What follows belongs to an exercise in optimizing a design on an open flow for small area, a short achievable clock period and few clock cycles; a production flow would make more cautious choices. Where RTL was checked, it was by simulation tests only, not by an equivalence proof against the original. No functional check of the RTL was part of runs 1 to 4. No activity file was given, so power comes from the tool's default toggle rates.

### flow/design.v
`timescale 1ns / 1ps
module seq_core(
    input              rst,    
    input              clk,
    output reg [(10)-1:0] pc,
    input  [(16)-1:0] instruction,
    output             read,
    output             write,
    output [(10)-1:0] address,
    input  [(32)-1:0] data_in,
    output [(32)-1:0] data_out,
    output             halted
);
integer k;
reg [31:0] rf [0:7];
reg [7:0]  rvalid;
reg        e_valid;
reg        e_pred;             
reg [9:0]  e_pc1;              
reg [7:0]  e_ir;
reg [2:0]  e_cc;
reg [31:0] A, B;
reg [7:0]  e_wen;              
reg        e_halt, e_load, e_store, e_jmp, e_jmpr, e_jc, e_jrc;
reg        e_sub, e_shl, e_shr, e_ashr, e_arith, e_loadc;
reg [3:0]  e_lut;              
reg        h_r;
wire [31:0] sum = A + (B ^ {32{e_sub}}) + {31'd0, e_sub};
reg  [31:0] lres;
always @(*) for (k = 0; k < 32; k = k + 1) lres[k] = e_lut[{A[k], B[k]}];
reg  [31:0] sh_in;
always @(*) for (k = 0; k < 32; k = k + 1) sh_in[k] = e_shl ? A[31-k] : A[k];
wire        sh_fill = e_ashr & A[31];
wire [63:0] sh_ext  = {{32{sh_fill}}, sh_in};
wire [31:0] sh_r    = e_ir[5] ? {32{sh_fill}} : sh_ext[e_ir[4:0] +: 32];
reg  [31:0] sh_rev;
always @(*) for (k = 0; k < 32; k = k + 1) sh_rev[k] = sh_r[31-k];
wire [31:0] result = ({32{e_load}}  & data_in)
                   | ({32{e_loadc}} & {A[23:0], e_ir[7:0]})
                   | ({32{e_shr}}   & sh_r)
                   | ({32{e_shl}}   & sh_rev)
                   | lres
                   | ({32{e_arith}} & sum);
reg cond;
always @(*) begin
    case (e_cc)
        3'b000:  cond = A[31];
        3'b001:  cond = ~A[31];
        3'b010:  cond = (A == 32'd0);
        3'b011:  cond = (A != 32'd0);
        default: cond = 1'b0;
    endcase
end
wire       e_rel    = e_jmpr | e_jrc;
wire       taken    = e_jmp | e_jmpr | ((e_jc | e_jrc) & cond);
wire       redirect = e_valid & (taken ^ e_pred);
wire [9:0] e_pcrel  = e_pc1 + {4'd0, e_ir[5:0]} - 10'd1;
wire [9:0] r_tgt    = ~taken ? e_pc1 : e_rel ? e_pcrel : B[9:0];
wire       stop     = h_r | (e_valid & e_halt);
assign read     = e_valid & e_load;
assign write    = e_valid & e_store;
assign address  = A[9:0];
assign data_out = B;
assign halted   = stop;
wire [6:0] op      = instruction[15:9];
wire       i_load  = (op[6:2] == 5'b00111);
wire       i_loadc = (op[6:2] == 5'b01000);
wire       i_store = (op[6:2] == 5'b01001);
wire       i_alu   = (op >= 7'd1) && (op <= 7'd10);
wire       i_shift = (op >= 7'd11) && (op <= 7'd13);
wire       i_jmp   = (op[6:3] == 4'b0101);
wire       i_jc    = (op[6:3] == 4'b0111);
wire       i_shl   = (op == 7'd13);
wire       i_r86 = i_shift | (op[6:3] == 4'b0111) | (op[6:3] == 4'b1000);
wire [7:0] a1h   = ({8{i_load}}           & (8'd1 << instruction[2:0]))
                 | ({8{i_loadc | i_store}} & (8'd1 << instruction[10:8]))
                 | ({8{i_alu}}            & (8'd1 << instruction[5:3]))
                 | ({8{i_r86}}            & (8'd1 << instruction[8:6]));
wire [2:0] didx = (i_alu | i_shift) ? instruction[8:6] : instruction[10:8];
wire       we   = i_alu | i_shift | i_load | i_loadc;
wire [7:0] b1h  = 8'd1 << instruction[2:0];
wire       abyp = |(a1h & e_wen);
wire       bbyp = |(b1h & e_wen);
reg [31:0] ra, rb;
always @(*) begin
    ra = 32'd0;
    rb = 32'd0;
    for (k = 0; k < 8; k = k + 1) begin
        ra = ra | ({32{a1h[k] & rvalid[k]}} & rf[k]);
        rb = rb | ({32{b1h[k] & rvalid[k]}} & rf[k]);
    end
end
wire [31:0] a_in = abyp ? result : ra;
wire       f_pred = (i_jmp | (i_jc & instruction[9] & ~instruction[11])) & ~bbyp;
wire       go     = ~redirect & ~stop;
wire [9:0] pc_inc = pc + 10'd1;
always @(posedge clk) begin
    for (k = 0; k < 8; k = k + 1)
        if (e_wen[k]) rf[k] <= result;
end
always @(posedge clk) begin
    e_pc1   <= pc_inc;
    e_ir    <= instruction[7:0];
    e_cc    <= instruction[11:9];
    A       <= a_in;
    B       <= bbyp ? result : rb;
    e_pred  <= f_pred;
    e_halt  <= (op == 7'h7f);
    e_load  <= i_load;
    e_store <= i_store;
    e_jmp   <= i_jmp;
    e_jmpr  <= (op[6:3] == 4'b0110);
    e_jc    <= i_jc;
    e_jrc   <= (op[6:3] == 4'b1000);
    e_sub   <= (op == 7'd3) | (op == 7'd4);
    e_shl   <= i_shl;
    e_shr   <= (op == 7'd11) | (op == 7'd12);
    e_ashr  <= (op == 7'd12);
    e_arith <= (op >= 7'd1) && (op <= 7'd4);
    e_loadc <= i_loadc;
    case (op)
        7'd5:    e_lut <= 4'b1000;    
        7'd6:    e_lut <= 4'b1110;    
        7'd7:    e_lut <= 4'b0110;    
        7'd8:    e_lut <= 4'b0111;    
        7'd9:    e_lut <= 4'b0001;    
        7'd10:   e_lut <= 4'b1001;    
        default: e_lut <= 4'b0000;
    endcase
    if (1'b0 == rst) begin
        pc      <= 10'd0;
        rvalid  <= 8'd0;
        e_valid <= 1'b0;
        e_wen   <= 8'd0;
        h_r     <= 1'b0;
    end else begin
        rvalid  <= rvalid | e_wen;
        h_r     <= stop;
        e_valid <= go;
        e_wen   <= (go & we) ? (8'd1 << didx) : 8'd0;
        if (redirect)    pc <= r_tgt;
        else if (f_pred) pc <= rb[9:0];
        else             pc <= pc_inc;
    end
end
endmodule
### flow/run.sh
#!/bin/bash
# synth_recipe.tcl (not shown) runs the flow's synth.tcl, then flattens the netlist and writes it again
# the make line also repeats each setting of config.mk as NAME=value (left out here)
make -C /OpenROAD-flow-scripts/flow DESIGN_CONFIG=/design/flow/config.mk WORK_HOME=/design/flow/orfs CLKGATE_MAP_FILE= SYNTH_SCRIPT=/design/flow/synth_recipe.tcl finish
### flow/config.mk
export PLATFORM = sky130hd
export DESIGN_NAME = seq_core
export DESIGN_NICKNAME = seq_core
export VERILOG_FILES = /design/flow/design.v
export SDC_FILE = /design/flow/constraint.sdc
export NUM_CORES = 4
export LEC_CHECK = 0
export CAP_MARGIN = 20
export CORE_MARGIN = 2
export CORE_UTILIZATION = 40
export PLACE_DENSITY = 0.6
export SETUP_SLACK_MARGIN = 5
export SLEW_MARGIN = 20
### flow/constraint.sdc
create_clock -name core_clock -period 8.5 [get_ports {clk}]
set_input_delay 1.7000 -clock core_clock [delete_from_list [all_inputs] [get_ports {clk}]]
set_output_delay 1.7000 -clock core_clock [all_outputs]
set_load 0.01 [all_outputs]
==> flow_metrics.py, run 1 <==
metrics = {
    "place": {
        "dp_slack_ns": 2.81,
        "hpwl_mm": 60.4,
        "gp_congestion": 0.997,
        "io_buffers": 104,
        "placed_area_sq_um": 24600,
    },
    "sta": {
        "fin_crit_sh": 0.433,
        "skew_ns": 0.0328,
        "setup_slack_ns": 4.82,
        "maxSlewViolCount": 0,
        "worst_slew_pin_slew_ns": 0.998,
        "rsz0062_at_grt": "yes",
        "clock.fmax_mhz": 271,
        "relSlewSlack": 0.334,
        "hold_violations": 0,
        "fin_setup_tns_ns": 0,
        "finalCriticalPeriod_ns": 3.68,
        "setup_violations": 0,
    },
    "routing": {
        "wl_per_cell_um": 31.2,
        "drt_pass1_iterations": 11,
        "ant_nets": 0,
        "drt_iter0_drc": 3035,
        "drc_errors": 0,
        "wl_mm": 96.5,
        "via_per_inst": 6.71,
        "num_vias": 20771,
    },
    "clock_network": {
        "hold_buffers": 0,
        "clk_latency_ns": 0.58,
        "cts_buffers": 41,
        "cts_sinks": 386,
        "ctsRootBufferMaster": "clkbuf_16",
        "htreeDepth": 2,
        "clockBufferDepth": 3,
        "cts_tree": "yes",
        "clkTransAtPathRegs_ns": 0.08,
    },
    "setup_path": {
        "path_class": "register to register",
        "end_kind": "register",
        "rr_worst_depth": 14,
        "arrival_ns": 3.97,
        "slowest_delay_ns": 0.45,
        "cpMostUsedCell": "buf_6",
        "required_ns": 8.79,
        "cp_max_fo": 8,
        "cp_cell_sequence": "buf_12 -> buf_8 -> xor2_1 -> ha_1 -> nor2b_4 -> o2111ai_4 -> a2111oi_4 -> o21ai_2 -> o31a_1 -> buf_6 -> xnor2_4 -> a221oi_4 -> buf_6 -> clkinvlp_4",
        "slowest_stage": "a2111oi_4",
        "worstSetupStartpointType": "register",
    },
    "grt": {
        "grt_pass1_vias": 19998,
        "antenna_found_initial": 2,
        "met1_usage": 0.414,
        "grtUsageMet3": 0.0584,
        "grt_max_degree": 70,
        "grt-busiest-layer": "met2",
        "grt-ovfl-total": 0,
        "grtUsageTotal": 0.312,
        "grt_pass1_wl_mm": 137,
        "met2_usage": 0.487,
    },
    "yosys": {
        "yosysUniqueCellTypes": 91,
        "synth_cells": 2198,
        "async_reset_ff_frac": 0,
        "syn_area_sq_um": 22900,
        "synth_edf_count": 256,
        "synth_nets": 2295,
        "synth-main-ff-cell": "edfxtp_1",
        "yosysSeqAreaShare": 0.450,
        "ys_warn_count": 2,
        "ys_seq_elements": 386,
        "avgSynthCellArea_sq_um": 10.4,
    },
    "finish": {
        "fin_util": 0.493,
        "drive_gt1_frac": 0.216,
        "mostFrequentLayoutCells": "edfxtp_1, nor2_1, a22oi_1",
        "multiInputGateArea_sq_um": 12500,
        "layout_commonest_cell": "edfxtp_1",
        "fill_cells": 5027,
        "seqCellArea_sq_um": 10300,
        "area_growth_pct": 21.9,
        "final_cell_area_sq_um": 27900,
        "final_nets": 2406,
        "antennaDiodeCount": 0,
    },
    "floorplanning": {
        "dieArea_sq_um": 59100,
        "io_pins": 105,
        "coreArea_sq_um": 56500,
        "start_util": 0.405,
        "placementRows": 87,
        "die_x_um": 243,
        "die_h_um": 243,
    },
    "hold_path": {
        "whs_path_depth": 1,
        "hold_class": "register to register",
    },
    "pwr": {
        "peakVddDrop_v": 0.000124,
        "power.density_nw_per_um2": 148,
        "leakagePower_nw": 9.99,
    },
    "outcome": {
        "status": "timing/DRC/antenna clean",
    },
    "flow_run": {
        "cap_violations": 0,
    },
}
[metal layers]
| metal | up-vias | share of wire |
|---|---|---|
| met1 | 10158 | 0.40 |
| li1 | 8853 | - |
| met5 | - | 0.00018 |
| met3 | 322 | 0.096 |
| met4 | 2 | 0.055 |
| met2 | 1436 | 0.45 |
[power by group]
part / switching [mW] / internal [mW] / total [mW]
logic: 0.215 / 0.134 / 0.349
clock network: 0.758 / 0.984 / 1.74
registers: 0.0246 / 2.02 / 2.04
total: 0.998 / 3.13 / 4.13
[cell usage after synthesis, types with 34 or more instances]
cell type	number	area (sq um)
a22o_1	34	298
mux4_2	36	811
nor2b_1	42	263
dfxtp_1	130	2600
nand3_1	77	385
nor2_1	128	480
a21oi_1	146	731
ha_1	45	563
inv_1	78	293
a221oi_1	52	455
a222oi_1	34	340
mux2i_1	102	1020
clkbuf_1	116	435
nand2_1	120	450
xor2_1	43	377
a211oi_1	50	375
edfxtp_1	256	7690
o21ai_0	64	320
mux2_2	37	417
a22oi_1	140	1050
[metrics by stage]
step	power [mW]	cells	hold WS, ns
after detailed placement	2.39	2941	0.461
after CTS	4.13	3073	0.480
after global routing	4.24	3096	0.498
after global placement	2.39	2941	0.461
final	4.13	3096	0.486
after floorplan	2.27	2198	0.442
[kinds of logic (layout without fill, tap and decap cells)]
logic type / count (synthesis) / in the layout / synth area share
buf+inv: 259 / 401 / 0.0472
fa+ha+maj: 47 / 47 / 0.0264
xor+xnor: 68 / 68 / 0.0260
compound gates: 724 / 724 / 0.234
mux: 178 / 178 / 0.0998
simple gates: 536 / 536 / 0.116
flops: 386 / 386 / 0.450
[flip-flops by register name, summed over array words and instances, names as in the netlist, 3 cells and up]
name    count
B          32
A          32
e_pc1      10
e_cc        3
rf        256
rvalid      8
e_ir        8
e_wen       8
e_lut       3
pc         10
[path summary, 6_finish.rpt]
path	startpoint	endpoint	slack, ns
hold / removal	pc[0]	e_pc1[0]	0.49
hold reg to reg	pc[0]	e_pc1[0]	0.49
setup reg to reg	e_sub	rf[0][24]	4.82
setup / recovery	e_sub	rf[0][24]	4.82
[cell type report]
type | count | share of cell area
well taps | 756 | 0.0339
multi-input cells | 1553 | 0.447
clock inverters | 18 | 0.00566
clock buffers | 56 | 0.0399
inverters | 83 | 0.0122
flip-flops and latches | 386 | 0.370
repair buffers | 244 | 0.0911
[critical path: cells and delay by family (launching register included)]
family,cells,cell delay (ns)
adders and majority gates,1,0.37
buffers and inverters,5,0.74
xor gates and xnor gates,2,0.29
and+or+nand+nor,1,0.20
DFF,1,0.37
AOI/OAI and AO/OA,5,1.39
[timing repair]
action / in CTS / in global routing
gates resized for setup: 214 / 152
buffers inserted: 53 / 22
pin swaps: 36 / 50
cloned: 5 / 1
endpoints found under the setup margin: 304 / 244
==> run 2, diff against run 1 <==
==> flow/flow/run.sh (new file) <==
#!/bin/bash
# The standard ORFS layout; the port buffers are plain buffers instead of
# the default delay-cell buffers, so I/O paths are not slowed by them.
set -euo pipefail
bash standard.sh 'BUFFER_PORTS_ARGS=-buffer_cell sky130_fd_sc_hd__buf_2' finish > standard.log 2>&1
==> flow/standard.sh (new file) <==
#!/bin/bash
# synth_recipe.tcl (not shown) runs the flow's synth.tcl, then flattens the netlist and writes it again
# the make line also repeats each setting of config.mk as NAME=value (left out here)
make -C /OpenROAD-flow-scripts/flow DESIGN_CONFIG=/design/flow/config.mk WORK_HOME=/design/flow/orfs CLKGATE_MAP_FILE= SYNTH_SCRIPT=/design/flow/synth_recipe.tcl "${@:-finish}"
removed: flow/run.sh
==> run 2 against run 1 <==
  * Die area unchanged
  * Clock skew down 0.0036 ns
  * Sequential power about the same
  * Largest power group unchanged
==> flow_metrics.py, run 2 <==
metrics = {
    "outcome": {
        "status": "timing/DRC/antenna clean",
    },
    "pwr": {
        "peakVddDrop_v": 0.000144,
        "leakagePower_nw": 9.93,
        "power.density_nw_per_um2": 150,
    },
    "floorplanning": {
        "coreArea_sq_um": 56500,
        "die_x_um": 243,
        "io_pins": 105,
        "die_h_um": 243,
        "placementRows": 87,
        "start_util": 0.405,
        "dieArea_sq_um": 59100,
    },
    "setup_path": {
        "path_class": "input port to register",
        "worstSetupStartpointType": "input port",
        "end_kind": "register",
        "rrSetupSlack_ns": 4.97,
        "arrival_ns": 4.14,
        "required_ns": 8.96,
        "cp_max_fo": 8,
    },
    "yosys": {
        "synth_top_area_share": 0.336,
        "synth_edf_count": 256,
        "synth-main-ff-cell": "edfxtp_1",
        "synth_top_cell_by_area": "edfxtp_1",
        "ys_seq_elements": 386,
        "synth_common_cells": "edfxtp_1, a21oi_1, a22oi_1",
        "avgSynthCellArea_sq_um": 10.4,
        "synthTopCellsByArea": "edfxtp_1, dfxtp_1, a22oi_1",
        "syn_area_sq_um": 22900,
        "synth_most_common_cell": "edfxtp_1",
        "synth_nets": 2295,
        "yosysUniqueCellTypes": 91,
        "ys_warn_count": 2,
        "async_reset_ff_frac": 0,
        "yosysSeqAreaShare": 0.450,
        "synth_cells": 2198,
    },
    "finish": {
        "final_cell_area_sq_um": 27400,
        "antennaDiodeCount": 0,
        "area_growth_pct": 19.6,
        "final_nets": 2401,
        "fill_cells": 5176,
        "drive_gt1_frac": 0.248,
        "regMostFlops": "rf",
        "multiInputGateArea_sq_um": 12400,
        "largest_reg_flops": 256,
        "largestRegisters": "rf x256, A x32, B x32",
        "layout_commonest_cell": "edfxtp_1",
        "mostFrequentLayoutCells": "edfxtp_1, a22oi_1, nor2_1",
        "seqCellArea_sq_um": 10300,
    },
    "clock_network": {
        "cts_tree": "yes",
        "clkTransAtPathRegs_ns": 0.06,
        "clk_latency_ns": 0.58,
        "cts_sinks": 386,
        "cts_buffers": 39,
        "htreeDepth": 2,
        "clockBufferDepth": 3,
        "ctsRootBufferMaster": "clkbuf_16",
    },
    "routing": {
        "num_vias": 20677,
        "wl_mm": 96.7,
        "ant_nets": 0,
        "drc_errors": 0,
        "drt_pass1_iterations": 6,
        "wl_per_cell_um": 31.3,
        "drt_iter0_drc": 2952,
        "via_per_inst": 6.70,
    },
    "sta": {
        "relSlewSlack": 0.346,
        "rsz0062_at_grt": "yes",
        "clock.fmax_mhz": 272,
        "finalCriticalPeriod_ns": 3.68,
        "setup_violations": 0,
        "hold_ws_ns": 0.479,
        "fin_crit_sh": 0.433,
        "worst_slew_pin_slew_ns": 0.972,
        "maxSlewViolCount": 0,
        "setup_slack_ns": 4.82,
        "fin_setup_tns_ns": 0,
        "skew_ns": 0.0292,
        "hold_violations": 0,
    },
    "grt": {
        "grt-ovfl-total": 0,
        "antenna_found_initial": 0,
        "grt_pass1_wl_mm": 137,
        "grt_pass1_vias": 19791,
        "grt_max_degree": 65,
        "grtUsageTotal": 0.315,
    },
    "place": {
        "dp_slack_ns": 3.89,
        "placed_area_sq_um": 24100,
        "hpwl_mm": 60.5,
        "gp_congestion": 1.01,
        "io_buffers": 104,
    },
    "flow_run": {
        "cap_violations": 0,
    },
    "hold_path": {
        "hold_class": "register to register",
    },
}
run 2: cell counts after synthesis:
Identical to the previous run, type by type.
run 2: final timing paths:
| path | start | cells past startpoint | to |
|---|---|---|---|
| worst max-delay path | instruction[12] | 13 | A[1] |
| worst min-delay path | pc[0] | 1 | e_pc1[0] |
| worst max register to register | B[0] | 9 | rf[1][12] |
| worst min register to register | pc[0] | 1 | e_pc1[0] |
run 2: power by group:
group / leakage, nW / internal, mW / switching (mW)
registers: 3.43 / 2.01 / 0.0235
clock network: 0.625 / 0.984 / 0.747
logic: 5.88 / 0.122 / 0.216
total: 9.93 / 3.12 / 0.986
run 2: timing repair:
item,4_1_cts,5_1_grt
setup endpoints to repair,331,232
gates resized for setup,155,115
pin swaps,51,56
setup buffers,47,25
gates cloned,8,0
hold buffers,0,0
run 2: cell type report:
class,instances,share of cell area
Inverter,83,0.0127
Clock buffer,52,0.0389
Sequential cell,386,0.377
Multi-Input combinational cell,1553,0.454
Timing Repair Buffer,241,0.0751
Clock inverter,17,0.00768
Tap cell,756,0.0346
run 2: kinds of logic after synthesis:
kind of cell,Yosys count,synth area share
AOI/OAI and AO/OA,724,0.234
xor gates and xnor gates,68,0.0260
adders and majority gates,47,0.0264
buffers and inverters,259,0.0472
DFF,386,0.450
muxes,178,0.0998
and+or+nand+nor,536,0.116
run 2: metal layers:
layer | GRT usage | wire [um] | part of all wire
met1 | 0.423 | 39500 | 0.41
met2 | 0.488 | 43400 | 0.45
met3 | 0.0653 | 9180 | 0.095
met4 | 0.143 | 4510 | 0.047
met5 | 0 | 0 | 0
run 2: stage by stage:
step / util / std cells / total power [mW]
floorplan: - / 2198 / 2.27
global placement: 0.426 / 2939 / 2.37
detailed placement: 0.426 / 2939 / 2.38
CTS: 0.471 / 3063 / 4.11
global route: 0.484 / 3088 / 4.22
finish: 0.484 / 3088 / 4.11
run 2: critical path, cell delays in order:
cell and delay (ns):
buf_16 0.11, nor4_4 0.25, buf_4 0.18, buf_12 0.10, a2111oi_4 0.03, buf_4 0.17, and3_4 0.15, a221o_4 0.42
buf_6 0.16, buf_16 0.15, a222oi_1 0.33, nand3_1 0.11, mux2_2 0.27
==> run 3, diff against run 2 <==
--- a/flow/config.mk
+++ b/flow/config.mk
@@ -7,7 +7,7 @@
 export LEC_CHECK = 0
 export CAP_MARGIN = 20
 export CORE_MARGIN = 2
-export CORE_UTILIZATION = 40
-export PLACE_DENSITY = 0.6
+export CORE_UTILIZATION = 60
+export PLACE_DENSITY = 0.75
 export SETUP_SLACK_MARGIN = 5
 export SLEW_MARGIN = 20
==> run 3 against run 2 <==
  * First-iteration DRC count up 27%
  * Synthesized cell count unchanged
  * Synthesized area unchanged
  * Clock skew down 0.0024 ns
  * Worst hold slack better by 0.032 ns
  * Sequential cell count unchanged
  * Final area down 0.44%
  * Non-clock buffer count up 7
  * Via count up 4.8%
  * Sequential power about the same
==> flow_metrics.py, run 3 <==
metrics = {
    "outcome": {
        "status": "timing/DRC/antenna clean",
    },
    "clock_network": {
        "ctsRootBufferMaster": "clkbuf_16",
        "cts_sinks": 386,
        "htreeDepth": 2,
        "clkTransAtPathRegs_ns": 0.06,
        "clk_latency_ns": 0.57,
        "clockBufferDepth": 3,
        "cts_buffers": 39,
        "cts_tree": "yes",
    },
    "setup_path": {
        "rr_worst_depth": 12,
        "cp_max_fo": 6,
        "endpoint": "A[29]",
        "required_ns": 8.93,
        "worstSetupStartpointType": "input port",
        "worst_r2r_endpoint": "rf[0][21]",
        "rrSetupSlack_ns": 4.84,
        "startpoint": "instruction[9]",
        "arrival_ns": 4.15,
        "r2r-start": "e_sub",
        "end_kind": "register",
        "path_class": "input port to register",
    },
    "finish": {
        "final_cell_area_sq_um": 27200,
        "area_growth_pct": 19.1,
        "largest_reg_flops": 256,
        "layout_commonest_cell": "edfxtp_1",
        "mostFrequentLayoutCells": "edfxtp_1, nor2_1, nand2_1",
        "regMostFlops": "rf",
        "drive_gt1_frac": 0.260,
        "largestRegisters": "rf x256, A x32, B x32",
        "final_nets": 2408,
        "fill_cells": 2643,
    },
    "yosys": {
        "avgSynthCellArea_sq_um": 10.4,
        "synth_common_cells": "edfxtp_1, a21oi_1, a22oi_1",
        "synth_most_common_cell": "edfxtp_1",
        "yosysSeqAreaShare": 0.450,
        "syn_area_sq_um": 22900,
        "yosysUniqueCellTypes": 91,
        "ys_warn_count": 2,
        "synth_top_area_share": 0.336,
        "ys_seq_elements": 386,
        "synthTopCellsByArea": "edfxtp_1, dfxtp_1, a22oi_1",
        "synth-main-ff-cell": "edfxtp_1",
        "async_reset_ff_frac": 0,
        "synth_nets": 2295,
        "synth_edf_count": 256,
        "synth_cells": 2198,
        "synth_top_cell_by_area": "edfxtp_1",
    },
    "sta": {
        "maxSlewViolCount": 0,
        "worst_slew_pin_slew_ns": 1.03,
        "clock.fmax_mhz": 269,
        "fin_setup_tns_ns": 0,
        "rsz0062_at_grt": "yes",
        "setup_violations": 0,
        "finalCriticalPeriod_ns": 3.72,
        "hold_violations": 0,
        "skew_ns": 0.0268,
        "relSlewSlack": 0.308,
        "fin_crit_sh": 0.438,
    },
    "routing": {
        "via_per_inst": 7.60,
        "drc_errors": 0,
        "drt_iter0_drc": 3752,
        "ant_nets": 0,
        "wl_mm": 94.5,
        "num_vias": 21672,
        "wl_per_cell_um": 33.1,
        "drt_pass1_iterations": 10,
    },
    "grt": {
        "antenna_found_initial": 7,
        "grtUsageTotal": 0.465,
        "grt_pass1_vias": 20129,
        "grt_max_degree": 65,
        "grt-ovfl-total": 0,
        "grt_pass1_wl_mm": 133,
    },
    "place": {
        "io_buffers": 104,
        "gp_congestion": 1.01,
        "hpwl_mm": 56.8,
        "placed_area_sq_um": 23700,
    },
    "floorplanning": {
        "dieArea_sq_um": 39700,
        "die_h_um": 199,
        "coreArea_sq_um": 37600,
        "start_util": 0.609,
        "placementRows": 71,
        "io_pins": 105,
        "die_x_um": 199,
    },
    "hold_path": {
        "hold_class": "register to register",
    },
    "pwr": {
        "power.density_nw_per_um2": 149,
        "leakagePower_nw": 10.1,
        "peakVddDrop_v": 0.000232,
    },
    "flow_run": {
        "cap_violations": 0,
    },
}
## run 3: logic make-up after synthesis
logic type | after synthesis | share of synthesized area
XOR/XNOR | 68 | 0.0260
multiplexers | 178 | 0.0998
adder cells (fa/ha/maj) | 47 | 0.0264
buffers and inverters | 259 | 0.0472
AO/OA/AOI/OAI | 724 | 0.234
flip-flops | 386 | 0.450
AND/OR/NAND/NOR | 536 | 0.116
## run 3: final cells by class
cell class	instances	area, sq um	share of cell area
Antenna cell	2	5.00	0.000184
Timing Repair Buffer	248	2210	0.0813
Multi-Input combinational cell	1553	12500	0.458
Clock inverter	18	163	0.00597
Sequential cell	386	10300	0.379
Clock buffer	52	1080	0.0395
Inverter	83	342	0.0125
Tap cell	511	639	0.0235
## run 3: stage by stage
step	power, mW	cells	utilization	hold WS [ns]	setup slack (ns)
after detailed placement	2.37	2689	0.632	0.481	3.97
final	4.07	2853	0.725	0.512	4.78
after global placement	2.36	2689	0.632	0.467	3.99
after CTS	4.03	2811	0.699	0.502	4.87
after global routing	4.15	2853	0.725	0.527	4.70
after floorplan	2.27	2198	-	0.442	4.76
## run 3: report_power, final
group	internal [mW]	switching, mW
Clock	0.957	0.731
Sequential	2.01	0.0260
Combinational	0.122	0.216
## run 3: worst min-delay path by stage
stage | end | start | cells past startpoint | slack [ns]
6_report | e_pc1[9] | pc[9] | 1 | 0.51
3_5_place_dp | rvalid[3] | rvalid[3] | 1 | 0.48
2_1_floorplan | rvalid[3] | rvalid[3] | 1 | 0.44
3_3_place_gp | h_r | h_r | 2 | 0.47
5_1_grt | rvalid[3] | rvalid[3] | 1 | 0.53
4_1_cts | rvalid[3] | rvalid[3] | 1 | 0.50
## run 3: metal layers
metal  GRT usage  vias up  share of wire
met5           0        -         0.0015
met4       0.229       20          0.067
met3       0.137      498           0.15
met2       0.680     2017           0.43
met1       0.631    10286           0.36
li1            -     8851              -
## run 3: timing repair
item                       4_1_cts  5_1_grt
hold buffers                     0        0
resized for setup              163      139
buffers inserted                42       37
setup endpoints to repair      323      270
pin swaps                       48       61
cloned                          10        3
## run 3: critical path: stages
cell,delay [ns]
buf_12,0.11
nor4_4,0.29
buf_4,0.18
a2111oi_4,0.03
buf_4,0.18
and3_4,0.15
a221o_2,0.36
buf_12,0.16
buf_6,0.14
a222oi_1,0.36
nand3_1,0.19
a21oi_2,0.19
mux2i_1,0.11
==> run 4, diff against run 3 <==
==> flow/flow/run.sh (replaced) <==
#!/bin/bash
# The standard ORFS layout, with plain buffers on the ports instead of the
# default delay-cell buffers, and a clock tree of clkbuf_8 without dummy loads.
set -euo pipefail
bash standard.sh 'BUFFER_PORTS_ARGS=-buffer_cell sky130_fd_sc_hd__buf_2' \
  'CTS_ARGS=-sink_clustering_enable -repair_clock_nets -dont_use_dummy_load -buf_list sky130_fd_sc_hd__clkbuf_8' \
  finish > standard.log 2>&1
--- a/flow/config.mk
+++ b/flow/config.mk
@@ -7,7 +7,7 @@
 export LEC_CHECK = 0
 export CAP_MARGIN = 20
 export CORE_MARGIN = 2
-export CORE_UTILIZATION = 60
-export PLACE_DENSITY = 0.75
+export CORE_UTILIZATION = 40
+export PLACE_DENSITY = 0.6
 export SETUP_SLACK_MARGIN = 5
 export SLEW_MARGIN = 20
==> run 4 against run 3 <==
  * Non-clock buffer count decreased by 26
  * Total power decreased by 10%
  * Clock skew is 0.090 ns higher
  * Sequential power about the same
  * Utilization decreased by 26 points
  * Sequential cell count did not move
  * Sequential share of layout area grew 1.1 points
  * First-iteration DRC count decreased by 21%
  * Register-to-register slack improved by 0.15 ns
  * Clock power down 25%
  * Synthesized cell count did not move
==> flow_metrics.py, run 4 <==
metrics = {
    "flow_run": {
        "cap_violations": 0,
    },
    "hold_path": {
        "min_from": "pc[0]",
        "hold_class": "register to register",
    },
    "sta": {
        "maxSlewViolCount": 0,
        "finalCriticalPeriod_ns": 3.56,
        "setup_violations": 0,
        "skew_ns": 0.117,
        "rsz0062_at_grt": "yes",
        "hold_violations": 0,
        "relSlewSlack": 0.337,
        "clock.fmax_mhz": 281,
        "fin_setup_tns_ns": 0,
        "worst_slew_pin_slew_ns": 0.986,
        "fin_crit_sh": 0.419,
        "hold_ws_ns": 0.469,
    },
    "finish": {
        "regMostFlops": "rf",
        "largestRegisters": "rf x256, A x32, B x32",
        "drive_gt1_frac": 0.228,
        "final_nets": 2403,
        "fin_util": 0.468,
        "mostFrequentLayoutCells": "edfxtp_1, a22oi_1, nor2_1",
        "layout_commonest_cell": "edfxtp_1",
        "area_growth_pct": 15.7,
        "largest_reg_flops": 256,
    },
    "routing": {
        "drt_pass1_iterations": 7,
        "drc_errors": 0,
        "num_vias": 20448,
        "wl_per_cell_um": 31.4,
        "via_per_inst": 6.68,
        "drt_iter0_drc": 2977,
        "wl_mm": 96.0,
        "ant_nets": 0,
    },
    "clock_network": {
        "cts_sinks": 386,
        "ctsRootBufferMaster": "clkbuf_8",
        "hold_buffers": 0,
        "clkTransAtPathRegs_ns": 0.06,
        "clk_latency_ns": 0.70,
        "cts_buffers": 60,
        "htreeDepth": 2,
        "cts_tree": "yes",
        "clockBufferDepth": 3,
    },
    "floorplanning": {
        "start_util": 0.405,
        "coreArea_sq_um": 56500,
        "die_x_um": 243,
        "dieArea_sq_um": 59100,
        "placementRows": 87,
        "die_h_um": 243,
        "io_pins": 105,
    },
    "setup_path": {
        "end_kind": "register",
        "worstSetupStartpointType": "input port",
        "cp_cell_sequence": "buf_12 -> nor4_4 -> buf_4 -> a2111oi_4 -> buf_4 -> buf_6 -> and3_1 -> a221o_1 -> buf_12 -> a222oi_1 -> inv_1 -> a211oi_2 -> mux2i_2",
        "required_ns": 8.99,
        "r2r-start": "A[9]",
        "cp_max_fo": 32,
        "path_class": "input port to register",
        "arrival_ns": 4.04,
        "slowest_delay_ns": 0.31,
        "slowest_stage": "a221o_1",
        "startpoint": "instruction[9]",
        "critPathBufInv": 6,
        "path_delay_family": "compound AO/OA/AOI/OAI gates",
    },
    "pwr": {
        "combPwrFrac": 0.090,
        "power.density_nw_per_um2": 137,
        "p_switching_mw": 0.889,
        "leakagePower_nw": 9.69,
        "internal-power_mw": 2.75,
        "sw_frac_of_total": 0.244,
        "clkPwrFrac": 0.349,
        "seqPwrFrac": 0.561,
        "peakVddDrop_v": 0.0000973,
    },
    "yosys": {
        "avgSynthCellArea_sq_um": 10.4,
        "synth_cells": 2198,
        "ys_seq_elements": 386,
        "synthTopCellsByArea": "edfxtp_1, dfxtp_1, a22oi_1",
        "async_reset_ff_frac": 0,
        "syn_area_sq_um": 22900,
        "synth_nets": 2295,
        "yosysSeqAreaShare": 0.450,
        "synth_top_area_share": 0.336,
        "synth-main-ff-cell": "edfxtp_1",
        "synth_edf_count": 256,
        "yosysUniqueCellTypes": 91,
        "synth_top_cell_by_area": "edfxtp_1",
        "synth_common_cells": "edfxtp_1, a21oi_1, a22oi_1",
        "synth_most_common_cell": "edfxtp_1",
        "ys_warn_count": 2,
    },
    "grt": {
        "grt_max_degree": 65,
        "grtUsageTotal": 0.310,
        "grt_pass1_wl_mm": 135,
        "antenna_found_initial": 2,
        "grt_pass1_vias": 19784,
        "grt-ovfl-total": 0,
    },
    "place": {
        "gp_congestion": 1.01,
        "hpwl_mm": 60.5,
        "io_buffers": 104,
    },
    "outcome": {
        "status": "timing/DRC/antenna clean",
    },
}
run 4: cell counts after synthesis:
Identical to the previous run, type by type.
run 4: worst paths after layout:
path / endpoint / slack, ns / depth (start not counted)
hold reg to reg: e_pc1[0] / 0.47 / 1
hold / removal: e_pc1[0] / 0.47 / 1
setup reg to reg: rf[7][13] / 4.99 / 8
setup / recovery: A[21] / 4.94 / 13
run 4: power by group through the flow:
| stage | sequential, mW | clock [mW] | combinational [mW] |
|---|---|---|---|
| after floorplan | 2.07 | 0 | 0.191 |
| after global placement | 2.08 | 0 | 0.294 |
| after detailed placement | 2.08 | 0 | 0.298 |
| after CTS | 2.04 | 1.29 | 0.312 |
| after global routing | 2.04 | 1.36 | 0.351 |
| final | 2.04 | 1.27 | 0.327 |
run 4: metrics by stage:
stage / power [mW] / std cells / setup slack, ns / instance area, sq um
after floorplan: 2.27 / 2198 / 4.76 / 23000
after detailed placement: 2.38 / 2939 / 3.89 / 24100
after CTS: 3.64 / 3035 / 4.97 / 25800
after global routing: 3.75 / 3061 / 4.83 / 26500
after global placement: 2.37 / 2939 / 3.86 / 24100
final: 3.64 / 3061 / 4.94 / 26500
run 4: what timing repair did:
item | 4_1_cts | 5_1_grt
gates resized for setup | 115 | 95
setup endpoints to repair | 335 | 234
pin swaps | 21 | 38
endpoints found under the hold margin | 0 | 0
setup buffers | 31 | 19
gates cloned | 5 | 6
run 4: final cells by class:
cell class / instances / area (sq um)
Clock buffer: 60 / 826
Multi-Input combinational cell: 1553 / 12100
Antenna cell: 1 / 2.50
Inverter: 83 / 328
Tap cell: 756 / 946
Timing Repair Buffer: 222 / 1940
Fill cell: 5242 / 30000
Sequential cell: 386 / 10300
run 4: metal layers:
layer,up-vias,part of all wire,GRT usage
met5,-,0.00011,0
met4,2,0.045,0.147
met3,266,0.10,0.0669
met2,1283,0.45,0.483
met1,10104,0.40,0.412
li1,8793,-,-
run 4: kinds of logic after synthesis:
group	after synthesis	synth area share
AO/OA/AOI/OAI	724	0.234
XOR/XNOR	68	0.0260
adder cells (fa/ha/maj)	47	0.0264
buffers and inverters	259	0.0472
flip-flops	386	0.450
multiplexers	178	0.0998
AND/OR/NAND/NOR	536	0.116
==> run 5, diff against run 4 <==
--- a/flow/design.v
+++ b/flow/design.v
@@ -59,7 +59,7 @@
 wire       stop     = h_r | (e_valid & e_halt);
 assign read     = e_valid & e_load;
 assign write    = e_valid & e_store;
-assign address  = A[9:0];
+assign address  = e_load ? B[9:0] : A[9:0];
 assign data_out = B;
 assign halted   = stop;
 wire [6:0] op      = instruction[15:9];
@@ -71,16 +71,19 @@
 wire       i_jmp   = (op[6:3] == 4'b0101);
 wire       i_jc    = (op[6:3] == 4'b0111);
 wire       i_shl   = (op == 7'd13);
-wire       i_r86 = i_shift | (op[6:3] == 4'b0111) | (op[6:3] == 4'b1000);
-wire [7:0] a1h   = ({8{i_load}}           & (8'd1 << instruction[2:0]))
-                 | ({8{i_loadc | i_store}} & (8'd1 << instruction[10:8]))
-                 | ({8{i_alu}}            & (8'd1 << instruction[5:3]))
-                 | ({8{i_r86}}            & (8'd1 << instruction[8:6]));
+wire       a_108 = (op[6:4] == 3'b010);
+wire       a_53  = (op[6:4] == 3'b000) & (~op[3] | (~op[2] & ~(op[1] & op[0])));
+wire       a_86  = ~a_108 & ~a_53;
+wire [7:0] a1h   = ({8{a_108}} & (8'd1 << instruction[10:8]))
+                 | ({8{a_53}}  & (8'd1 << instruction[5:3]))
+                 | ({8{a_86}}  & (8'd1 << instruction[8:6]));
 wire [2:0] didx = (i_alu | i_shift) ? instruction[8:6] : instruction[10:8];
 wire       we   = i_alu | i_shift | i_load | i_loadc;
 wire [7:0] b1h  = 8'd1 << instruction[2:0];
-wire       abyp = |(a1h & e_wen);
-wire       bbyp = |(b1h & e_wen);
+wire       abyp = (a_108 & e_wen[instruction[10:8]])
+                | (a_53  & e_wen[instruction[5:3]])
+                | (a_86  & e_wen[instruction[8:6]]);
+wire       bbyp = e_wen[instruction[2:0]];
 reg [31:0] ra, rb;
 always @(*) begin
     ra = 32'd0;
==> flow/flow/run.sh (replaced) <==
#!/bin/bash
# The standard ORFS layout, with plain buf_2 port buffers instead of the
# default delay-cell buffers, a clock tree of clkbuf_8 without dummy loads,
# and timing repair aiming 5.25 ns below the clock period.
set -euo pipefail
bash standard.sh 'BUFFER_PORTS_ARGS=-buffer_cell sky130_fd_sc_hd__buf_2' \
  'CTS_ARGS=-sink_clustering_enable -repair_clock_nets -dont_use_dummy_load -buf_list sky130_fd_sc_hd__clkbuf_8' \
  SETUP_SLACK_MARGIN=5.25 finish > standard.log 2>&1
--- a/flow/config.mk
+++ b/flow/config.mk
@@ -9,5 +9,4 @@
 export CORE_MARGIN = 2
 export CORE_UTILIZATION = 40
 export PLACE_DENSITY = 0.6
-export SETUP_SLACK_MARGIN = 5
 export SLEW_MARGIN = 20
==> run 5 against run 4 <==
  * Sequential cell count is the same
  * Synthesized cell count shrank 2.3%
  * Clock skew down 0.018 ns
  * Routed wire length rose by 1.2%
  * Still clean on timing, DRC and antenna
  * Register-to-register slack got worse by 0.05 ns
==> flow_metrics.py, run 5 <==
metrics = {
    "setup_path": {
        "r2r-start": "e_sub",
        "slowest_delay_ns": 0.46,
        "cp_max_fo": 8,
        "startpoint": "e_sub",
        "worstSetupStartpointType": "register",
        "slowest_stage": "a311o_2",
        "path_class": "register to register",
        "required_ns": 8.85,
        "cpMostUsedCell": "buf_4",
        "end_kind": "register",
        "arrival_ns": 3.92,
        "cp_cell_sequence": "buf_16 -> mux2_4 -> fa_2 -> a21o_1 -> a311o_2 -> nand2_4 -> o211ai_1 -> buf_4 -> a311oi_4 -> xnor2_2 -> a221oi_2 -> buf_4 -> clkinvlp_4",
    },
    "grt": {
        "antenna_found_initial": 1,
        "grt_pass1_wl_mm": 136,
        "grtUsageTotal": 0.321,
        "grt_max_degree": 65,
        "grt_pass1_vias": 19644,
        "grt-ovfl-total": 0,
    },
    "yosys": {
        "syn_area_sq_um": 22400,
        "synth_most_common_cell": "edfxtp_1",
        "ys_warn_count": 2,
        "synth_common_cells": "edfxtp_1, a22oi_1, nand2_1",
        "synth_top_area_share": 0.343,
        "synth_edf_count": 256,
        "synth_cells": 2147,
        "synth_nets": 2244,
        "async_reset_ff_frac": 0,
        "yosysSeqAreaShare": 0.459,
        "synthTopCellsByArea": "edfxtp_1, dfxtp_1, a22oi_1",
        "ys_seq_elements": 386,
        "synth-main-ff-cell": "edfxtp_1",
        "avgSynthCellArea_sq_um": 10.4,
        "synth_top_cell_by_area": "edfxtp_1",
        "yosysUniqueCellTypes": 78,
    },
    "pwr": {
        "finalPower_mw": 3.73,
        "peakVddDrop_v": 0.000132,
        "power.density_nw_per_um2": 131,
        "leakagePower_nw": 10.6,
    },
    "routing": {
        "drt_pass1_iterations": 8,
        "met2RoutedLength_mm": 43.7,
        "num_vias": 20771,
        "drc_errors": 0,
        "wl_met3_mm": 9.93,
        "wl_met1_mm": 37.4,
        "wl_per_cell_um": 31.3,
        "drt_iter0_drc": 2940,
        "wl_mm": 97.2,
        "highest_layer": "met4",
        "via_per_inst": 6.70,
        "ant_nets": 0,
    },
    "finish": {
        "largest_reg_flops": 256,
        "largestRegisters": "rf x256, A x32, B x32",
        "drive_gt1_frac": 0.319,
        "layoutNonFillerInstCount": 3102,
        "area_growth_pct": 27.5,
        "layout_commonest_cell": "edfxtp_1",
        "regMostFlops": "rf",
        "mostFrequentLayoutCells": "edfxtp_1, a22oi_1, nand2_1",
        "fill_cells": 4909,
        "final_nets": 2452,
    },
    "sta": {
        "skew_ns": 0.0983,
        "finalCriticalPeriod_ns": 3.56,
        "clock.fmax_mhz": 281,
        "hold_violations": 0,
        "rsz0062_at_grt": "yes",
        "maxSlewViolCount": 0,
        "fin_crit_sh": 0.419,
        "relSlewSlack": 0.350,
        "setup_violations": 0,
        "setup_slack_ns": 4.94,
        "hold_ws_ns": 0.490,
        "worst_slew_pin_slew_ns": 0.968,
        "fin_setup_tns_ns": 0,
    },
    "floorplanning": {
        "coreArea_sq_um": 55300,
        "die_h_um": 241,
        "io_pins": 105,
        "dieArea_sq_um": 58000,
        "start_util": 0.405,
        "placementRows": 86,
        "die_x_um": 241,
    },
    "clock_network": {
        "ctsRootBufferMaster": "clkbuf_8",
        "cts_tree": "yes",
        "hold_buffers": 0,
        "cts_sinks": 386,
        "clk_latency_ns": 0.65,
        "clkTransAtPathRegs_ns": 0.07,
        "htreeDepth": 2,
        "cts_buffers": 58,
        "clockBufferDepth": 3,
    },
    "place": {
        "dp_cells": 2873,
        "io_buffers": 104,
        "dp_slack_ns": 3.71,
        "gp_congestion": 1.06,
        "hpwl_mm": 57.3,
    },
    "flow_run": {
        "cap_violations": 0,
    },
    "hold_path": {
        "hold_class": "register to register",
        "min_from": "rvalid[7]",
    },
    "outcome": {
        "status": "timing/DRC/antenna clean",
    },
}
-- run 5: cell count changes after synthesis, sizes merged, moves of 19 or more --
cell | previous run | this run
a22oi | 141 | 206
buf | 60 | 41
nand2 | 120 | 140
nor2 | 129 | 104
a222oi | 34 | 3
mux2 | 40 | 59
-- run 5: worst paths after layout --
path | depth (start not counted) | endpoint | slack (ns)
worst max-delay path | 13 | rf[2][30] | 4.94
worst min register to register | 1 | rvalid[7] | 0.49
worst min-delay path | 1 | rvalid[7] | 0.49
worst max register to register | 13 | rf[2][30] | 4.94
-- run 5: layout make-up --
type                    count  area, sq um  share of cell area
multi-input cells        1512        12900               0.450
inverters                  78          349              0.0122
diodes                      1         2.50           0.0000875
well taps                 748          936              0.0327
clock buffers              58          798              0.0279
repair buffers            319         3290               0.115
flip-flops and latches    386        10300               0.362
-- run 5: through the flow --
step | util | area (sq um)
detailed placement | 0.432 | 23900
finish | 0.517 | 28600
floorplan | - | 22900
global placement | 0.432 | 23900
CTS | 0.494 | 27300
global route | 0.517 | 28600
-- run 5: repair_timing --
action / 4_1_cts / 5_1_grt
resized for setup: 299 / 154
pin swaps: 82 / 79
gates cloned: 17 / 7
endpoints found under the setup margin: 350 / 284
buffers inserted: 92 / 54
-- run 5: critical path, delay by kind of cell (launching register included) --
kind | cells | cell delay [ns]
AO/OA/AOI/OAI | 5 | 1.34
XOR/XNOR | 1 | 0.11
adder cells (fa/ha/maj) | 1 | 0.35
buffers and inverters | 4 | 0.72
flip-flops | 1 | 0.40
multiplexers | 1 | 0.28
AND/OR/NAND/NOR | 1 | 0.10
-- run 5: cells by family (layout without fill, tap and decap cells) --
kind of cell	Yosys count	count (layout)	share of synthesized area
multiplexers	189	191	0.113
AND/OR/NAND/NOR	502	502	0.109
other	0	1	0
buffers and inverters	253	455	0.0437
XOR/XNOR	71	71	0.0277
AO/OA/AOI/OAI	699	701	0.221
adder cells (fa/ha/maj)	47	47	0.0269
flip-flops	386	386	0.459
-- run 5: power by group --
group          internal (mW)  switching [mW]  total (mW)
Combinational          0.179           0.256       0.434
Sequential              2.02          0.0372        2.06
Clock                  0.597           0.645        1.24
-- run 5: routing by layer --
| metal | GRT usage | up-vias |
|---|---|---|
| li1 | - | 8783 |
| met1 | 0.419 | 10247 |
| met2 | 0.498 | 1394 |
| met3 | 0.0635 | 347 |
| met4 | 0.183 | 0 |
| met5 | 0 | - |
Testbench counts of run 5, summed over its fixed seeds: cycles 19,978.
==> run 6, diff against run 5 <==
==> flow/flow/run.sh (replaced) <==
#!/bin/bash
# The standard ORFS layout, with plain buf_2 port buffers instead of the
# default delay-cell buffers, and a clock tree of clkbuf_16 with sink
# clusters of up to 20 flip-flops and no dummy loads.
set -euo pipefail
bash standard.sh 'BUFFER_PORTS_ARGS=-buffer_cell sky130_fd_sc_hd__buf_2' \
  'CTS_ARGS=-sink_clustering_enable -repair_clock_nets -dont_use_dummy_load -buf_list sky130_fd_sc_hd__clkbuf_16 -sink_clustering_size 20 -sink_clustering_max_diameter 150' \
  finish > standard.log 2>&1
--- a/flow/config.mk
+++ b/flow/config.mk
@@ -9,4 +9,5 @@
 export CORE_MARGIN = 2
 export CORE_UTILIZATION = 40
 export PLACE_DENSITY = 0.6
+export SETUP_SLACK_MARGIN = 5
 export SLEW_MARGIN = 20
==> run 6 against run 5 <==
  * Sequential power barely moved
  * Utilization fell by 5.2 points
  * Global-route usage fell by 2.9 points
==> flow_metrics.py, run 6 <==
metrics = {
    "outcome": {
        "status": "timing/DRC/antenna clean",
    },
    "pwr": {
        "peakVddDrop_v": 0.000130,
        "leakagePower_nw": 9.57,
        "power.density_nw_per_um2": 136,
    },
    "yosys": {
        "yosysSeqAreaShare": 0.459,
        "synth_nets": 2244,
        "syn_area_sq_um": 22400,
        "synth_top_cell_by_area": "edfxtp_1",
        "yosysUniqueCellTypes": 78,
        "ys_seq_elements": 386,
        "synthTopCellsByArea": "edfxtp_1, dfxtp_1, a22oi_1",
        "synth-main-ff-cell": "edfxtp_1",
        "async_reset_ff_frac": 0,
        "synth_common_cells": "edfxtp_1, a22oi_1, nand2_1",
        "avgSynthCellArea_sq_um": 10.4,
        "synth_most_common_cell": "edfxtp_1",
        "synth_top_area_share": 0.343,
        "synth_edf_count": 256,
        "synth_cells": 2147,
        "ys_warn_count": 2,
    },
    "finish": {
        "seqCellArea_sq_um": 10300,
        "fill_cells": 5151,
        "final_nets": 2305,
        "layoutNonFillerInstCount": 2959,
        "multiInputGateArea_sq_um": 11900,
        "fin_util": 0.465,
        "area_growth_pct": 14.8,
        "largestRegisters": "rf x256, A x32, B x32",
        "largest_reg_flops": 256,
        "layout_commonest_cell": "edfxtp_1",
        "mostFrequentLayoutCells": "edfxtp_1, a22oi_1, nand2_1",
        "drive_gt1_frac": 0.215,
        "regMostFlops": "rf",
    },
    "grt": {
        "grt_pass1_wl_mm": 125,
        "grt-ovfl-total": 0,
        "grt_pass1_vias": 18924,
        "grtUsageTotal": 0.292,
        "antenna_found_initial": 3,
        "grt_max_degree": 65,
    },
    "flow_run": {
        "cap_violations": 0,
    },
    "routing": {
        "via_per_inst": 6.73,
        "wl_mm": 89.6,
        "drt_iter0_drc": 2648,
        "ant_nets": 0,
        "drc_errors": 0,
        "num_vias": 19911,
        "wl_per_cell_um": 30.3,
        "drt_pass1_iterations": 6,
    },
    "setup_path": {
        "path_delay_family": "compound AO/OA/AOI/OAI gates",
        "r2r-start": "e_sub",
        "cp_max_fo": 8,
        "startpoint": "e_sub",
        "worstSetupStartpointType": "register",
        "worst-path-stages": 13,
        "slowest_delay_ns": 0.42,
        "arrival_ns": 3.94,
        "cp_cell_sequence": "buf_12 -> mux2_4 -> fa_2 -> a21o_1 -> a311o_1 -> nand2_2 -> o211ai_1 -> buf_4 -> a311oi_4 -> xnor2_2 -> a221oi_2 -> buf_4 -> clkinvlp_4",
        "rr_worst_depth": 13,
        "end_kind": "register",
        "path_class": "register to register",
        "critPathBufInv": 4,
        "cpMostUsedCell": "buf_4",
        "slowest_stage": "a311o_1",
        "rrSetupSlack_ns": 4.84,
        "worst_r2r_endpoint": "rf[6][30]",
        "endpoint": "rf[6][30]",
        "required_ns": 8.78,
    },
    "sta": {
        "clock.fmax_mhz": 273,
        "finalCriticalPeriod_ns": 3.66,
        "rsz0062_at_grt": "yes",
        "relSlewSlack": 0.233,
        "setup_slack_ns": 4.84,
        "hold_violations": 0,
        "fin_crit_sh": 0.430,
        "maxSlewViolCount": 0,
        "fin_setup_tns_ns": 0,
        "worst_slew_pin_slew_ns": 1.15,
        "setup_violations": 0,
        "skew_ns": 0.0398,
    },
    "clock_network": {
        "ctsRootBufferMaster": "clkbuf_16",
        "cts_sinks": 386,
        "cts_buffers": 23,
        "htreeDepth": 1,
        "clkTransAtPathRegs_ns": 0.10,
        "clk_latency_ns": 0.57,
        "clockBufferDepth": 3,
        "cts_tree": "yes",
    },
    "place": {
        "gp_congestion": 0.971,
        "dp_cells": 2878,
        "hpwl_mm": 55.4,
        "dp_slack_ns": 3.49,
        "io_buffers": 104,
    },
    "floorplanning": {
        "coreArea_sq_um": 55300,
        "io_pins": 105,
        "dieArea_sq_um": 58000,
        "placementRows": 86,
        "die_h_um": 241,
        "die_x_um": 241,
        "start_util": 0.405,
    },
    "hold_path": {
        "hold_class": "register to register",
    },
}
run 6: logic make-up (layout without fill, tap and decap cells):
kind of cell	Yosys count	count (layout)	share of synthesized area
xor+xnor	71	71	0.0277
compound gates	699	699	0.221
flops	386	386	0.459
mux	189	191	0.113
other cells	0	5	0
simple gates	502	502	0.109
fa+ha+maj	47	47	0.0269
buf+inv	253	310	0.0437
run 6: worst min-delay path by stage:
stage | from | cells past startpoint | to | slack (ns)
6_report | rvalid[0] | 1 | rvalid[0] | 0.49
4_1_cts | rvalid[0] | 1 | rvalid[0] | 0.49
5_1_grt | rvalid[0] | 1 | rvalid[0] | 0.51
3_5_place_dp | rvalid[0] | 1 | rvalid[0] | 0.47
3_3_place_gp | rvalid[6] | 1 | rvalid[6] | 0.47
2_1_floorplan | rvalid[0] | 1 | rvalid[0] | 0.43
run 6: metal layers:
metal / GRT usage / part of all wire
met2: 0.467 / 0.45
met4: 0.139 / 0.053
met1: 0.381 / 0.38
met5: 0 / 0
met3: 0.0570 / 0.11
run 6: timing repair:
item | 4_1_cts | 5_1_grt
pin swaps | 14 | 28
setup buffers | 21 | 27
cloned | 0 | 5
endpoints found under the setup margin | 341 | 224
hold buffers | 0 | 0
gates resized for setup | 80 | 89
run 6: power by group:
part	switching [mW]	internal, mW
clock	0.595	0.481
combinational	0.233	0.135
sequential	0.0323	2.02
run 6: area by class of cell:
| class | instances | area share |
|---|---|---|
| multi-input cells | 1510 | 0.464 |
| flip-flops and latches | 386 | 0.401 |
| repair buffers | 209 | 0.0628 |
| well taps | 748 | 0.0364 |
| clock buffers | 23 | 0.0224 |
| inverters | 78 | 0.0127 |
| diodes | 5 | 0.000486 |
run 6: through the flow:
step	hold slack [ns]	power (mW)	instance area, sq um
after global routing	0.509	3.59	25700
after detailed placement	0.473	2.42	23800
after floorplan	0.434	2.30	22600
final	0.492	3.49	25700
after global placement	0.466	2.41	23800
after CTS	0.493	3.47	25000
==> run 7, diff against run 6 <==
==> flow/flow/run.sh (replaced) <==
#!/bin/bash
# The standard ORFS layout, with plain buffers on the ports instead of the
# default delay-cell buffers, and a clock tree of clkbuf_8 without dummy loads.
set -euo pipefail
bash standard.sh 'BUFFER_PORTS_ARGS=-buffer_cell sky130_fd_sc_hd__buf_2' \
  'CTS_ARGS=-sink_clustering_enable -repair_clock_nets -dont_use_dummy_load -buf_list sky130_fd_sc_hd__clkbuf_8' \
  finish > standard.log 2>&1
==> run 7 against run 6 <==
  * Die area is the same
  * Highest routed layer unchanged
  * Largest power group unchanged
  * Still clean on timing, DRC and antenna
  * Synthesized cell count is the same
  * Critical path type unchanged
  * Combinational power shrank 3%
==> flow_metrics.py, run 7 <==
metrics = {
    "outcome": {
        "status": "timing/DRC/antenna clean",
    },
    "setup_path": {
        "slowest_stage": "dfxtp_4",
        "worstSetupStartpointType": "register",
        "path_class": "register to register",
        "required_ns": 8.88,
        "arrival_ns": 3.92,
        "rr_worst_depth": 14,
        "cp_cell_sequence": "buf_8 -> buf_4 -> xor2_4 -> fa_2 -> a21o_1 -> a311o_1 -> nand2_2 -> o211ai_1 -> buf_4 -> a311oi_4 -> xnor2_2 -> a221oi_2 -> buf_4 -> clkinvlp_4",
        "cp_max_fo": 8,
        "cpMostUsedCell": "buf_4",
        "rrSetupSlack_ns": 4.96,
        "slowest_delay_ns": 0.41,
        "r2r-start": "e_sub",
        "critPathBufInv": 5,
        "end_kind": "register",
        "path_delay_family": "compound AO/OA/AOI/OAI gates",
        "worst_r2r_endpoint": "rf[2][30]",
    },
    "grt": {
        "grtUsageTotal": 0.296,
        "grt-ovfl-total": 0,
        "grt_max_degree": 65,
        "grt_pass1_vias": 19286,
        "grt_pass1_wl_mm": 126,
        "antenna_found_initial": 3,
    },
    "clock_network": {
        "hold_buffers": 0,
        "clkTransAtPathRegs_ns": 0.05,
        "clk_latency_ns": 0.68,
        "cts_sinks": 386,
        "ctsRootBufferMaster": "clkbuf_8",
        "htreeDepth": 2,
        "cts_buffers": 61,
        "cts_tree": "yes",
        "clockBufferDepth": 3,
    },
    "finish": {
        "fill_cells": 5165,
        "regMostFlops": "rf",
        "layout_commonest_cell": "edfxtp_1",
        "largestRegisters": "rf x256, A x32, B x32",
        "mostFrequentLayoutCells": "edfxtp_1, a22oi_1, nand2_1",
        "final_cell_area_sq_um": 25600,
        "final_nets": 2317,
        "fin_util": 0.462,
        "drive_gt1_frac": 0.209,
        "area_growth_pct": 14.0,
        "largest_reg_flops": 256,
        "layoutNonFillerInstCount": 2968,
    },
    "routing": {
        "ant_nets": 0,
        "drt_iter0_drc": 2492,
        "drt_pass1_iterations": 7,
        "via_per_inst": 6.69,
        "num_vias": 19851,
        "wl_per_cell_um": 29.7,
        "drc_errors": 0,
        "wl_mm": 88.1,
    },
    "place": {
        "io_buffers": 104,
        "dp_slack_ns": 3.49,
        "dp_cells": 2878,
        "gp_congestion": 0.971,
        "placed_area_sq_um": 23800,
        "hpwl_mm": 55.4,
    },
    "yosys": {
        "avgSynthCellArea_sq_um": 10.4,
        "ys_seq_elements": 386,
        "syn_area_sq_um": 22400,
        "synth_top_area_share": 0.343,
        "yosysUniqueCellTypes": 78,
        "synth-main-ff-cell": "edfxtp_1",
        "synthTopCellsByArea": "edfxtp_1, dfxtp_1, a22oi_1",
        "synth_nets": 2244,
        "synth_edf_count": 256,
        "yosysSeqAreaShare": 0.459,
        "synth_cells": 2147,
        "ys_warn_count": 2,
        "synth_top_cell_by_area": "edfxtp_1",
        "async_reset_ff_frac": 0,
        "synth_common_cells": "edfxtp_1, a22oi_1, nand2_1",
        "synth_most_common_cell": "edfxtp_1",
    },
    "floorplanning": {
        "dieArea_sq_um": 58000,
        "coreArea_sq_um": 55300,
        "die_h_um": 241,
        "io_pins": 105,
        "start_util": 0.405,
        "die_x_um": 241,
        "placementRows": 86,
    },
    "sta": {
        "clock.fmax_mhz": 282,
        "setup_slack_ns": 4.96,
        "skew_ns": 0.0746,
        "finalCriticalPeriod_ns": 3.54,
        "relSlewSlack": 0.292,
        "worst_slew_pin_slew_ns": 1.06,
        "maxSlewViolCount": 0,
        "hold_ws_ns": 0.485,
        "hold_violations": 0,
        "setup_violations": 0,
        "fin_crit_sh": 0.417,
        "rsz0062_at_grt": "yes",
        "fin_setup_tns_ns": 0,
    },
    "pwr": {
        "leakagePower_nw": 9.55,
        "finalPower_mw": 3.70,
        "power.density_nw_per_um2": 145,
        "peakVddDrop_v": 0.000100,
    },
    "hold_path": {
        "hold_class": "register to register",
        "min_from": "rvalid[0]",
        "whs_path_depth": 1,
        "whs_endpoint": "rvalid[0]",
    },
    "flow_run": {
        "cap_violations": 0,
    },
}
==> run 7: cell count changes in the layout (fill, tap and decap cells not counted), moves of 3 or more <==
cell | before | now
nor3_2 | 11 | 5
clkbuf_16 | 26 | 0
nor2_1 | 96 | 101
nor2_2 | 6 | 2
buf_6 | 6 | 2
diode_2 | 5 | 2
buf_12 | 14 | 6
clkbuf_8 | 0 | 63
nor3_1 | 29 | 36
buf_4 | 79 | 63
==> run 7: timing repair <==
item	in CTS	in global routing
buffers inserted	12	12
pin swaps	8	7
resized for setup	65	71
setup endpoints to repair	327	196
cloned	3	0
==> run 7: area by class of cell <==
| class | instances | area [sq um] | area share |
|---|---|---|---|
| inverter | 78 | 317 | 0.0124 |
| multi-input combinational | 1509 | 11800 | 0.462 |
| antenna | 2 | 5.00 | 0.000196 |
| clock buffer | 61 | 840 | 0.0328 |
| sequential | 386 | 10300 | 0.404 |
| tap | 748 | 936 | 0.0366 |
| timing repair buffer | 184 | 1330 | 0.0521 |
==> run 7: cell families after synthesis <==
logic type / share of synthesized area
AO/OA/AOI/OAI: 0.221
XOR/XNOR: 0.0277
adder cells (fa/ha/maj): 0.0269
buffers and inverters: 0.0437
flip-flops: 0.459
multiplexers: 0.113
AND/OR/NAND/NOR: 0.109
==> run 7: worst max-delay path by stage <==
stage	to	slack, ns	depth (start not counted)	from
3_3_place_gp	pc[6]	3.57	8	instruction[0]
4_1_cts	rf[0][31]	4.99	10	e_sub
3_5_place_dp	pc[6]	3.49	8	instruction[0]
6_report	rf[2][30]	4.96	14	e_sub
5_1_grt	rf[4][26]	4.92	12	e_sub
2_1_floorplan	A[8]	4.94	10	instruction[10]
==> run 7: per-layer routing <==
layer / GRT usage / vias up / part of all wire
met2: 0.467 / 1343 / 0.45
met5: 0 / - / 0
met4: 0.156 / 0 / 0.051
met3: 0.0695 / 292 / 0.11
met1: 0.378 / 9714 / 0.38
li1: - / 8502 / -
==> run 7: worst register-to-register path: cells and delay by family, from the launching register on <==
family	cells	cell delay (ns)
flops	1	0.41
fa+ha+maj	1	0.36
buf+inv	5	0.85
xor+xnor	2	0.30
simple gates	1	0.12
compound gates	5	1.25
==> run 7: where the power goes <==
part	switching, mW	leakage (nW)	internal [mW]
clock	0.666	0.439	0.626
combinational	0.229	5.69	0.128
sequential	0.0322	3.43	2.02
total	0.927	9.55	2.78
==> run 8, diff against run 7 <==
--- a/flow/config.mk
+++ b/flow/config.mk
@@ -7,7 +7,7 @@
 export LEC_CHECK = 0
 export CAP_MARGIN = 20
 export CORE_MARGIN = 2
-export CORE_UTILIZATION = 40
-export PLACE_DENSITY = 0.6
+export CORE_UTILIZATION = 50
+export PLACE_DENSITY = 0.75
 export SETUP_SLACK_MARGIN = 5
 export SLEW_MARGIN = 20
==> run 8 against run 7 <==
  * Total power shrank 1.1%
  * Utilization up 11 points
  * Critical path depth is 3 lower
  * Final area is 1.0% lower
  * Register-to-register slack got worse by 0.05 ns
  * Combinational power barely moved
  * Critical endpoint is now rf[2][19]
  * Largest cell class unchanged
  * Highest routed layer is now met5
==> flow_metrics.py, run 8 <==
metrics = {
    "outcome": {
        "status": "timing/DRC/antenna clean",
    },
    "floorplanning": {
        "die_h_um": 216,
        "dieArea_sq_um": 46600,
        "coreArea_sq_um": 44200,
        "io_pins": 105,
        "die_x_um": 216,
        "start_util": 0.507,
        "placementRows": 77,
    },
    "clock_network": {
        "cts_tree": "yes",
        "cts_sinks": 386,
        "clk_latency_ns": 0.66,
        "clockBufferDepth": 3,
        "htreeDepth": 2,
        "cts_buffers": 59,
        "ctsRootBufferMaster": "clkbuf_8",
        "clkTransAtPathRegs_ns": 0.06,
    },
    "sta": {
        "setup_slack_ns": 4.91,
        "relSlewSlack": 0.342,
        "setup_violations": 0,
        "worst_slew_pin_slew_ns": 0.985,
        "rsz0062_at_grt": "yes",
        "fin_crit_sh": 0.422,
        "hold_violations": 0,
        "skew_ns": 0.0365,
        "finalCriticalPeriod_ns": 3.59,
        "fin_setup_tns_ns": 0,
        "clock.fmax_mhz": 279,
        "maxSlewViolCount": 0,
    },
    "setup_path": {
        "path_class": "register to register",
        "worst_r2r_endpoint": "rf[2][19]",
        "end_kind": "register",
        "rrSetupSlack_ns": 4.91,
        "r2r-start": "B[6]",
        "required_ns": 8.87,
        "cp_max_fo": 8,
        "arrival_ns": 3.96,
        "worstSetupStartpointType": "register",
        "endpoint": "rf[2][19]",
        "rr_worst_depth": 11,
        "startpoint": "B[6]",
    },
    "hold_path": {
        "min_from": "rvalid[6]",
        "hold_class": "register to register",
    },
    "routing": {
        "wl_met3_mm": 10.4,
        "drc_errors": 0,
        "wl_mm": 84.4,
        "wl_met1_mm": 31.2,
        "num_vias": 20242,
        "wl_per_cell_um": 30.2,
        "drt_pass1_iterations": 6,
        "highest_layer": "met5",
        "drt_iter0_drc": 3238,
        "met2RoutedLength_mm": 37.1,
        "ant_nets": 0,
        "via_per_inst": 7.23,
    },
    "yosys": {
        "syn_area_sq_um": 22400,
        "synth_nets": 2244,
        "synth_edf_count": 256,
        "synthTopCellsByArea": "edfxtp_1, dfxtp_1, a22oi_1",
        "yosysSeqAreaShare": 0.459,
        "synth_cells": 2147,
        "synth_most_common_cell": "edfxtp_1",
        "synth_top_cell_by_area": "edfxtp_1",
        "yosysUniqueCellTypes": 78,
        "avgSynthCellArea_sq_um": 10.4,
        "synth_top_area_share": 0.343,
        "ys_warn_count": 2,
        "synth-main-ff-cell": "edfxtp_1",
        "ys_seq_elements": 386,
        "synth_common_cells": "edfxtp_1, a22oi_1, nand2_1",
        "async_reset_ff_frac": 0,
    },
    "finish": {
        "regMostFlops": "rf",
        "largest_reg_flops": 256,
        "antennaDiodeCount": 0,
        "fin_util": 0.572,
        "area_growth_pct": 12.8,
        "final_nets": 2306,
        "mostFrequentLayoutCells": "edfxtp_1, a22oi_1, nand2_1",
        "layout_commonest_cell": "edfxtp_1",
        "drive_gt1_frac": 0.204,
        "fill_cells": 3640,
        "largestRegisters": "rf x256, A x32, B x32",
    },
    "grt": {
        "grt_pass1_vias": 19245,
        "grtUsageTotal": 0.348,
        "grt-ovfl-total": 0,
        "grt_max_degree": 65,
        "grt_pass1_wl_mm": 122,
        "antenna_found_initial": 2,
    },
    "pwr": {
        "peakVddDrop_v": 0.000116,
        "leakagePower_nw": 9.53,
        "finalPower_mw": 3.66,
        "power.density_nw_per_um2": 145,
    },
    "flow_run": {
        "cap_violations": 0,
    },
    "place": {
        "io_buffers": 104,
        "dp_slack_ns": 3.57,
        "hpwl_mm": 54.0,
        "gp_congestion": 1.04,
    },
}
run 8: metrics by stage:
step / cells / hold slack, ns / area [sq um]
after floorplan: 2147 / 0.434 / 22600
after global placement: 2715 / 0.456 / 23600
after detailed placement: 2715 / 0.471 / 23600
after CTS: 2785 / 0.483 / 24900
after global routing: 2799 / 0.500 / 25300
final: 2799 / 0.481 / 25300
run 8: layer usage:
metal | vias to the layer above | global-route usage
met5 | - | 0
met4 | 2 | 0.217
met1 | 9759 | 0.454
met3 | 370 | 0.0802
met2 | 1647 | 0.527
li1 | 8464 | -
run 8: worst max-delay path, cell delays in order, from the launching register on:
cell and delay (ns):
dfxtp_1 0.56, xor2_1 0.20, ha_1 0.31, a21o_1 0.20
a31o_2 0.26, o2111ai_2 0.34, a21oi_1 0.17, o21ai_1 0.27
xnor2_1 0.11, a221oi_1 0.52, buf_4 0.25, inv_1 0.11
run 8: cell type report:
cell class              count  area, sq um  share of cell area
multi-input cells        1510        11800               0.466
clock buffers              59          812              0.0321
inverters                  78          308              0.0122
repair buffers            174         1320              0.0520
flip-flops and latches    386        10300               0.408
well taps                 592          741              0.0293
run 8: repair_timing:
| action | in CTS | in global routing |
|---|---|---|
| setup buffers | 8 | 10 |
| pin swaps | 2 | 18 |
| setup endpoints to repair | 330 | 183 |
| hold buffers | 0 | 0 |
| gates resized for setup | 63 | 69 |
| cloned | 3 | 4 |
| endpoints found under the hold margin | 0 | 0 |
run 8: power by group:
part           total, mW  switching [mW]  internal [mW]  leakage, nW
Combinational      0.356           0.226          0.131         5.68
Clock               1.25           0.641          0.607        0.424
Sequential          2.06          0.0357           2.02         3.43
run 8: worst min path at each step:
stage	end	slack [ns]	depth (start not counted)
after detailed placement	rvalid[5]	0.47	1
after global routing	rvalid[5]	0.50	1
after global placement	rvalid[0]	0.46	1
final	rvalid[6]	0.48	1
after CTS	rvalid[5]	0.48	1
after floorplan	rvalid[0]	0.43	1
run 8: kinds of logic (layout without fill, tap and decap cells):
group,after synthesis,in the layout,share of synthesized area
XOR/XNOR,71,71,0.0277
AND/OR/NAND/NOR,502,502,0.109
flip-flops,386,386,0.459
buffers and inverters,253,311,0.0437
AO/OA/AOI/OAI,699,701,0.221
adder cells (fa/ha/maj),47,47,0.0269
multiplexers,189,189,0.113

## separate check: timing with driven ports
The results above use ideal ports. As a check the final layouts listed here were re-extracted and re-timed, cells and wires unchanged. Step 1, drivers: a clkbuf_16 drives clk and a buf_2 each remaining input, both assumed. Step 2, shift: input delay + t, output delay - t, t = (earliest + latest rising clock arrival at the registers) / 2. This alone moves slack from input paths to output paths. Three values: ideal, step 1, step 2; two values: the first two.
run | t (ns) | setup slack, ns | worst setup path after step 2 | clock arrival spread, ns
run 1 | 0.629 | 4.816 / 4.816 / 4.297 | input to register | 0.032 / 0.033
run 2 | 0.629 | 4.820 / 4.820 / 4.191 | input to register | 0.029 / 0.029
run 3 | 0.613 | 4.776 / 4.777 / 4.165 | input to register | 0.027 / 0.027
run 4 | 0.699 | 4.941 / 4.951 / 4.252 | input to register | 0.116 / 0.116
run 5 | 0.661 | 4.935 / 4.935 / 4.544 | input to register | 0.099 / 0.098
run 6 | 0.610 | 4.843 / 4.843 / 4.441 | input to register | 0.040 / 0.040
run 7 | 0.701 | 4.959 / 4.959 / 4.342 | input to register | 0.075 / 0.075
run 8 | 0.701 | 4.913 / 4.913 / 4.321 | input to register | 0.036 / 0.037
After both steps setup and hold are still met in every run listed. The setup slack of run 4, which loses most, moves by +0.010 ns with the drivers and by -0.689 ns with both steps.
